Background: an optimization exercise with open tools, aiming at small area and a short achievable clock period. Do not read the settings as production practice.
The RTL was checked by simulation tests, not by an equivalence proof against the original design.
Power is estimated from default activity; no workload was simulated.

## flow/design.v

```verilog
module rdport(input [991:0] d, input [4:0] sel, output [31:0] q);
	wire [31:1] oh;
	genvar k, i;
	generate
		for (k = 1; k < 32; k = k + 1) begin : g_dec
			assign oh[k] = (sel == k);
		end
		for (i = 0; i < 32; i = i + 1) begin : g_bit
			wire [9:0] y;
			wire n31, n0, n1, n2;
			for (k = 0; k < 10; k = k + 1) begin : g_grp
				aoi222 u(.a1(oh[3*k+1]), .b1(d[(3*k)*32+i]), .a2(oh[3*k+2]), .b2(d[(3*k+1)*32+i]), .a3(oh[3*k+3]), .b3(d[(3*k+2)*32+i]), .y(y[k]));
			end
			nd2 u31(.a(oh[31]), .b(d[30*32+i]), .y(n31));
			nd4 u0(.a(y[0]), .b(y[1]), .c(y[2]), .d(y[3]), .y(n0));
			nd4 u1(.a(y[4]), .b(y[5]), .c(y[6]), .d(y[7]), .y(n1));
			nd3 u2(.a(y[8]), .b(y[9]), .c(n31), .y(n2));
			or3 u3(.a(n0), .b(n1), .c(n2), .y(q[i]));
		end
	endgenerate
endmodule
module aoi222(input a1, b1, a2, b2, a3, b3, output y);
	assign y = ~((a1 & b1) | (a2 & b2) | (a3 & b3));
endmodule
module nd2(input a, b, output y);
	assign y = ~(a & b);
endmodule
module nd3(input a, b, c, output y);
	assign y = ~(a & b & c);
endmodule
module nd4(input a, b, c, d, output y);
	assign y = ~(a & b & c & d);
endmodule
module or3(input a, b, c, output y);
	assign y = a | b | c;
endmodule
module cpu(clk, rst, imem_addr, imem_data, dmem_addr, dmem_wdata, dmem_we, dmem_re, dmem_rdata);
	input clk;
	input rst;
	output [6:0] imem_addr;
	input [31:0] imem_data;
	output [4:0] dmem_addr;
	output [31:0] dmem_wdata;
	output dmem_we;
	output dmem_re;
	input [31:0] dmem_rdata;
	wire [5:0] op = imem_data[31:26];
	wire [4:0] rs = imem_data[25:21];
	wire [4:0] rt = imem_data[20:16];
	wire [4:0] rd = imem_data[15:11];
	wire [5:0] fn = imem_data[5:0];
	wire [15:0] imm = imem_data[15:0];
	wire is_addi = (op == 6'h08);
	wire is_andi = (op == 6'h0c);
	wire is_ori  = (op == 6'h0d);
	wire is_xori = (op == 6'h0e);
	wire is_lw   = (op == 6'h23);
	wire is_sw   = (op == 6'h2b);
	wire is_bgt  = (op == 6'h07);
	wire is_j    = (op == 6'h02);
	wire is_jr   = (op == 6'h09);
	wire is_imm  = is_addi | is_andi | is_ori | is_xori | is_lw | is_sw;
	wire rtype   = ~(is_imm | is_bgt);
	wire f_add = rtype & (fn == 6'h20);
	wire f_sub = rtype & (fn == 6'h22);
	wire f_and = rtype & (fn == 6'h24);
	wire f_or  = rtype & (fn == 6'h25);
	wire f_xor = rtype & (fn == 6'h26);
	wire f_slt = rtype & (fn == 6'h2a);
	wire f_shl = rtype & (fn == 6'h01);
	wire op_add = is_addi | is_lw | is_sw | f_add;
	wire op_sub = f_sub;
	wire op_and = is_andi | f_and;
	wire op_or  = is_ori | f_or;
	wire op_xor = is_xori | f_xor;
	reg [31:0] rf [1:31];
	wire [31:0] ra, rb;
	integer k;
	genvar gk;
	wire [991:0] rflat;
	generate
		for (gk = 1; gk < 32; gk = gk + 1) begin : g_flat
			assign rflat[gk*32-32 +: 32] = rf[gk];
		end
	endgenerate
	rdport port_a(.d(rflat), .sel(rs), .q(ra));
	rdport port_b(.d(rflat), .sel(rt), .q(rb));
	wire [31:0] A = ra;
	wire [31:0] ext = {15'b0, imm[15], imm};
	wire [31:0] B = is_imm ? ext : rb;
	wire [31:0] sum = A + B;
	wire [32:0] dif = {1'b0, A} + {1'b0, ~rb} + 33'd1;
	wire [31:0] diff = dif[31:0];
	wire cs = dif[32];
	wire [31:0] shl = A << rb[1:0];
	wire [31:0] result =
		({32{op_add}} & sum) |
		({32{op_sub}} & diff) |
		({32{op_and}} & (A & B)) |
		({32{op_or}}  & (A | B)) |
		({32{op_xor}} & (A ^ B)) |
		({32{f_slt}}  & {31'b0, ~cs}) |
		({32{f_shl}}  & shl);
	wire nb31  = ~rb[31] ^ (rb[30:0] == 31'b0);
	wire carry = cs & (rb != 32'b0);
	wire ovf   = (A[31] == nb31) & (diff[31] != A[31]);
	wire neg   = ~ovf & (carry | diff[31]);
	wire taken = is_bgt & ~neg;
	reg [6:0] pc;
	wire [6:0] pc1 = pc + 7'd1;
	wire [6:0] npc = (taken | is_j) ? imem_data[6:0] : is_jr ? A[6:0] : pc1;
	always @(posedge clk) begin
		if (rst) pc <= 7'd0;
		else pc <= npc;
	end
	wire we = ~(is_bgt | is_sw);
	wire [4:0] wsel = is_lw ? rt : rd;
	wire [31:0] wdata = is_lw ? dmem_rdata : result;
	wire [31:0] wd = wdata & {32{~rst}};
	always @(posedge clk) begin
		for (k = 1; k < 32; k = k + 1) begin
			if (rst | (we & (wsel == k))) rf[k] <= wd;
		end
	end
	assign imem_addr = pc;
	assign dmem_addr = A[4:0] + imm[4:0];
	assign dmem_wdata = rb;
	assign dmem_we = is_sw;
	assign dmem_re = is_lw;
endmodule
```

## flow/run.sh

```bash
#!/bin/bash
# synth_recipe.tcl (not shown) runs the flow's synth.tcl, then flattens the netlist and writes it again
# the make line also repeats each setting of config.mk as NAME=value (left out here)
make -C /OpenROAD-flow-scripts/flow DESIGN_CONFIG=/design/flow/config.mk WORK_HOME=/design/flow/orfs CLKGATE_MAP_FILE= SYNTH_SCRIPT=/design/flow/synth_recipe.tcl finish
```

## flow/config.mk

```make
export PLATFORM = sky130hd
export DESIGN_NAME = cpu
export DESIGN_NICKNAME = cpu
export VERILOG_FILES = /design/flow/design.v
export SDC_FILE = /design/flow/constraint.sdc
export NUM_CORES = 4
export LEC_CHECK = 0
export CAP_MARGIN = 20
export CORE_MARGIN = 2
export CORE_UTILIZATION = 45
export PLACE_DENSITY = 0.6
export SETUP_SLACK_MARGIN = 5
export SLEW_MARGIN = 20
export SYNTH_HIERARCHICAL = 1
export SYNTH_MINIMUM_KEEP_SIZE = 0
export TNS_END_PERCENT = 0
```

## flow/constraint.sdc

```tcl
create_clock -name core_clock -period 12.0 [get_ports {clk}]
set_input_delay 2.4000 -clock core_clock [delete_from_list [all_inputs] [get_ports {clk}]]
set_output_delay 2.4000 -clock core_clock [all_outputs]
set_load 0.01 [all_outputs]
```

==> results.sh <==
export IMPL_gr_total_overflow=0
export IMPL_dp_hpwl_um=137700
export IMPL_drc=0
export IMPL_seq_power_share_pct=46.2
export IMPL_grt_first_pass_wirelength_um=295700
export IMPL_clk_latency_ps=740
export IMPL_highest_layer="met5"
export IMPL_slew_violations=0
export IMPL_cts_buffers_inserted=103
export IMPL_drive_gt1_share_pct=18.58
export IMPL_power_frac_clock_pct=33.0
export IMPL_die_area_um2=105600
export IMPL_cp_depth=18
export IMPL_path_buf_inv=4
export IMPL_firstDrtPassIters=15
export IMPL_tightest_slew_ps=1212
export IMPL_leakagePower_nw=19.97
export IMPL_ys_ff_latch=999
export IMPL_fin_worst_skew_ps=52.16
export IMPL_finalNetCount=3853
export IMPL_grt_start_max_net_pins=52
export IMPL_track_usage_pct=39.78
export IMPL_synth_top_area_cell="edfxtp_1"
export IMPL_vdd_drop_max_v=0.0001223
export IMPL_final_common_cell="edfxtp_1"
export IMPL_period_share_pct=66.19
export IMPL_seq_area_um2=29930
export IMPL_clockBufferDepth=3
export IMPL_hold_class="reg -> reg"
export IMPL_yosys_area_top_type_share_pct=64.26
export IMPL_reg2reg_slack_ps=6190
export IMPL_rsz0062_at_grt="yes"
export IMPL_critPathLaunch="imem_data[25]"
export IMPL_r2r_start="rf[10][14]$_DFFE_PP_"
export IMPL_critPathMaxStageDelay_ps=720
export IMPL_ff2ff_path_depth=13
export IMPL_synth_async_reset_ratio_pct=0
export IMPL_yosysSeqAreaShare_pct=64.56
export IMPL_cts_hold_buffers=0
export IMPL_setup_violations=0
export IMPL_multiInputGateArea_um2=17290
export IMPL_cts_tree="done"
export IMPL_ant_nets=0
export IMPL_die_w_um=325.0
export IMPL_fin_area_um2=56790
export IMPL_clk_pin_slew_ps=60
export IMPL_combPwrFrac_pct=20.8
export IMPL_met2_length_um=91780
export IMPL_power_internal_w=0.006702
export IMPL_status="finished clean"
export IMPL_cts_root_buf="clkbuf_16"
export IMPL_avgViaCountPerCell=7.692
export IMPL_std_cell_rows=117
export IMPL_fmax_ghz=0.1259
export IMPL_ys_flop_type="edfxtp_1"
export IMPL_routedWlPerCell_um=42.25
export IMPL_p_sw_w=0.002997
export IMPL_first_global_vias=37030
export IMPL_io_pins=112
export IMPL_period_needed_ps=7942
export IMPL_htreeDepth=3
export IMPL_via_count=39570
export IMPL_crit_slowest_cell="or3_1"
export IMPL_drtIter0Drc=10060
export IMPL_critPathTopFamily="simple AND/OR/NAND/NOR gates"
export IMPL_fin_tns_setup_ps=0
export IMPL_cp_required_ps=12460
export IMPL_cap_violations=0
export IMPL_synth_edf_count=992
export IMPL_grt_antenna_before_repair=18
export IMPL_regToRegEndpoint="rf[10][31]$_DFFE_PP_"
export IMPL_mostFrequentLayoutCells="edfxtp_1, a222oi_1, buf_4, nand2_1, nand4_1"
export IMPL_p_sw_share_pct=30.90
export IMPL_cpMostUsedCell="buf_4"
export IMPL_yosys_warnings=8
export IMPL_synthCells=3254
export IMPL_worst_setup_path_end_kind="flip-flop"
export IMPL_crit_end="rf[10][31]$_DFFE_PP_"
export IMPL_die_height_um=325.0
export IMPL_m1WireLength_um=78000
export IMPL_cp_arrival_ps=8400
export IMPL_placed_area_um2=51130
export IMPL_total_power_w=0.009699
export IMPL_max_slew_margin_pct=19.13
export IMPL_synthDistinctLibCells=86
export IMPL_syn_to_final_growth_pct=22.51
export IMPL_routed_wl_met3_um=32870
export IMPL_port_buffers=111
export IMPL_initial_utilization_pct=45.43
export IMPL_gp_congestion=0.9677
export IMPL_path_cells="buf_6, nand2b_4, nor2_4, buf_12, buf_4, a222oi_1, nand4_1, or3_1, ha_1, and3_1, and4_1, nand2_1, nor2_1, a211oi_4, o211ai_2, nand3_1, a311oi_4, buf_4"
export IMPL_p_per_area_nw_per_um2=170.8
export IMPL_hold_viol_final=0
export IMPL_critPathKind="in -> reg"
export IMPL_fill_cells=8309
export IMPL_synth_area_leaders="edfxtp_1, a222oi_1, ha_1"
export IMPL_coreArea_um2=102000
export IMPL_synth_fp_nets=3425
export IMPL_postRouteWirelength_um=217400
export IMPL_syn_area_um2=46350
export IMPL_clock_sinks=999
export IMPL_timing_critical_path_from_type="input pin"
export IMPL_cp_max_fo=31
export IMPL_postSynthAreaPerCell_um2=14.25
-- per-module statistics from Yosys (local to each module, per instance) --
| module | cells | cell area, um^2 | flip-flops and latches |
|---|---|---|---|
| rdport | 46 | 217.7 | 0 |
| cpu | 2202 | 37750 | 999 |
| aoi222 | 1 | 10.01 | 0 |
| nd2 | 1 | 3.754 | 0 |
| nd4 | 1 | 6.256 | 0 |
| nd3 | 1 | 5.005 | 0 |
| or3 | 1 | 6.256 | 0 |
-- synthesized netlist by cell type, types with 6 or more instances --
cell type / instances
a311oi_1: 9
buf_2: 15
and3_1: 10
a222oi_1: 640
xnor2_1: 31
o21bai_1: 25
dfxtp_1: 7
inv_1: 128
a21o_1: 52
xor2_1: 15
nor3_1: 33
mux2i_1: 23
nor4_1: 12
clkbuf_1: 54
a21oi_1: 92
mux2_2: 13
or3_1: 73
o31ai_1: 6
edfxtp_1: 992
nand2b_1: 21
nand3_1: 93
nand2_1: 176
ha_1: 102
or3b_4: 6
o21a_1: 11
a211oi_1: 18
o21ai_0: 77
a211o_1: 7
nand4_1: 136
nand3b_1: 9
a41oi_1: 7
a221o_1: 11
a31oi_1: 19
o211ai_1: 6
and2_1: 6
o221ai_1: 22
nor2b_1: 8
nor3b_1: 8
nor2_1: 181
a221oi_1: 22
a221oi_2: 6
-- cell type report --
type                    instances  area share [%]
inverters                     131          0.8725
well taps                    1368           3.014
diodes                         14         0.06169
clock inverters                57           1.154
repair buffers                395           7.033
clock buffers                 129           4.711
flip-flops and latches        999           52.70
multi-input cells            2052           30.45
-- power groups by stage --
stage	Sequential, W	Combinational [W]	Clock, W
floorplan	0.00448	0.00101	0
global placement	0.00451	0.00182	0
detailed placement	0.00453	0.00182	0
CTS	0.00446	0.00193	0.00321
global route	0.00450	0.00209	0.00334
finish	0.00448	0.00202	0.00320
-- state kept, by name, summed over array words and instances (netlist names) --
register,cells
rf,992
pc,7
-- through the flow --
step	util, %	hold slack [ps]	setup WS [ps]	instances
floorplan	-	650.4	4586	3254
global placement	50.04	645.1	1932	4794
detailed placement	50.11	652.2	1811	4798
CTS	55.49	659.4	4323	5125
global route	55.64	711.9	4146	5136
finish	55.66	673.6	4058	5145
-- worst reg2reg max path, cell delays in order, from the launching register on --
cell	delay (ps)
edfxtp_1	400
a222oi_1	680
nand4_1	710
or3_1	720
ha_1	440
and3_1	230
and4_1	420
nand2_1	100
nor2_1	290
a211oi_4	150
o211ai_2	510
nand3_1	250
a311oi_4	250
buf_4	380
-- worst min path at each step --
stage	start	end	slack, ps	cells past startpoint
6_report	pc[0]$_SDFF_PP0_	pc[0]$_SDFF_PP0_	670	3
5_1_grt	pc[0]$_SDFF_PP0_	pc[0]$_SDFF_PP0_	710	3
4_1_cts	pc[0]$_SDFF_PP0_	pc[0]$_SDFF_PP0_	660	3
3_5_place_dp	pc[0]$_SDFF_PP0_	pc[0]$_SDFF_PP0_	650	3
3_3_place_gp	pc[0]$_SDFF_PP0_	pc[0]$_SDFF_PP0_	650	3
2_1_floorplan	pc[0]$_SDFF_PP0_	pc[0]$_SDFF_PP0_	650	3
-- timing repair --
action,CTS,global route
resized for setup,239,12
setup endpoints to repair,1037,789
pin swaps,106,16
gates cloned,13,0
buffers inserted,128,5
-- logic make-up (layout without fill, tap and decap cells) --
family,Yosys count,count (layout),synth area share (%)
adders and majority gates,107,107,2.929
muxes,36,36,0.8125
DFF,999,999,64.56
other,0,14,0
xor gates and xnor gates,46,46,0.8692
buffers and inverters,208,712,1.765
and+or+nand+nor,789,794,8.565
AOI/OAI and AO/OA,1069,1069,20.50
-- routing by layer --
metal / GRT usage [%] / vias up
li1: - / 15510
met5: 0 / -
met1: 52.61 / 19820
met3: 13.27 / 600
met4: 21.53 / 18
met2: 57.85 / 3625

[re-timing with driven ports]
Ports are ideal in the flow. The routed layout listed here was re-timed in OpenROAD.
Step 1 (the two cells are an assumption about what drives the block):
set clk [get_ports {clk}]
set_driving_cell -lib_cell sky130_fd_sc_hd__clkbuf_16 $clk
set_driving_cell -lib_cell sky130_fd_sc_hd__buf_2 [delete_from_list [all_inputs] $clk]
Step 2 adds t to the input delays and takes it off the output delays; t is the mean of the earliest and latest rising clock arrival at the registers after step 1. Input paths then give back, and output paths get back, about the clock's delay inside the block.
a / b / c = no drivers / after step 1 / after step 2; a / b = the first two.
t (ns): 0.785
setup WS [ns]: 4.058 / 4.042 / 3.279
hold slack, ns: 0.674 / 0.674 / 0.674
worst data-port slew with drivers (ns): 0.10
After both steps setup and hold are still met in this run. For this run, drivers alone change the setup slack by -0.016 ns; drivers and shift together by -0.779 ns.
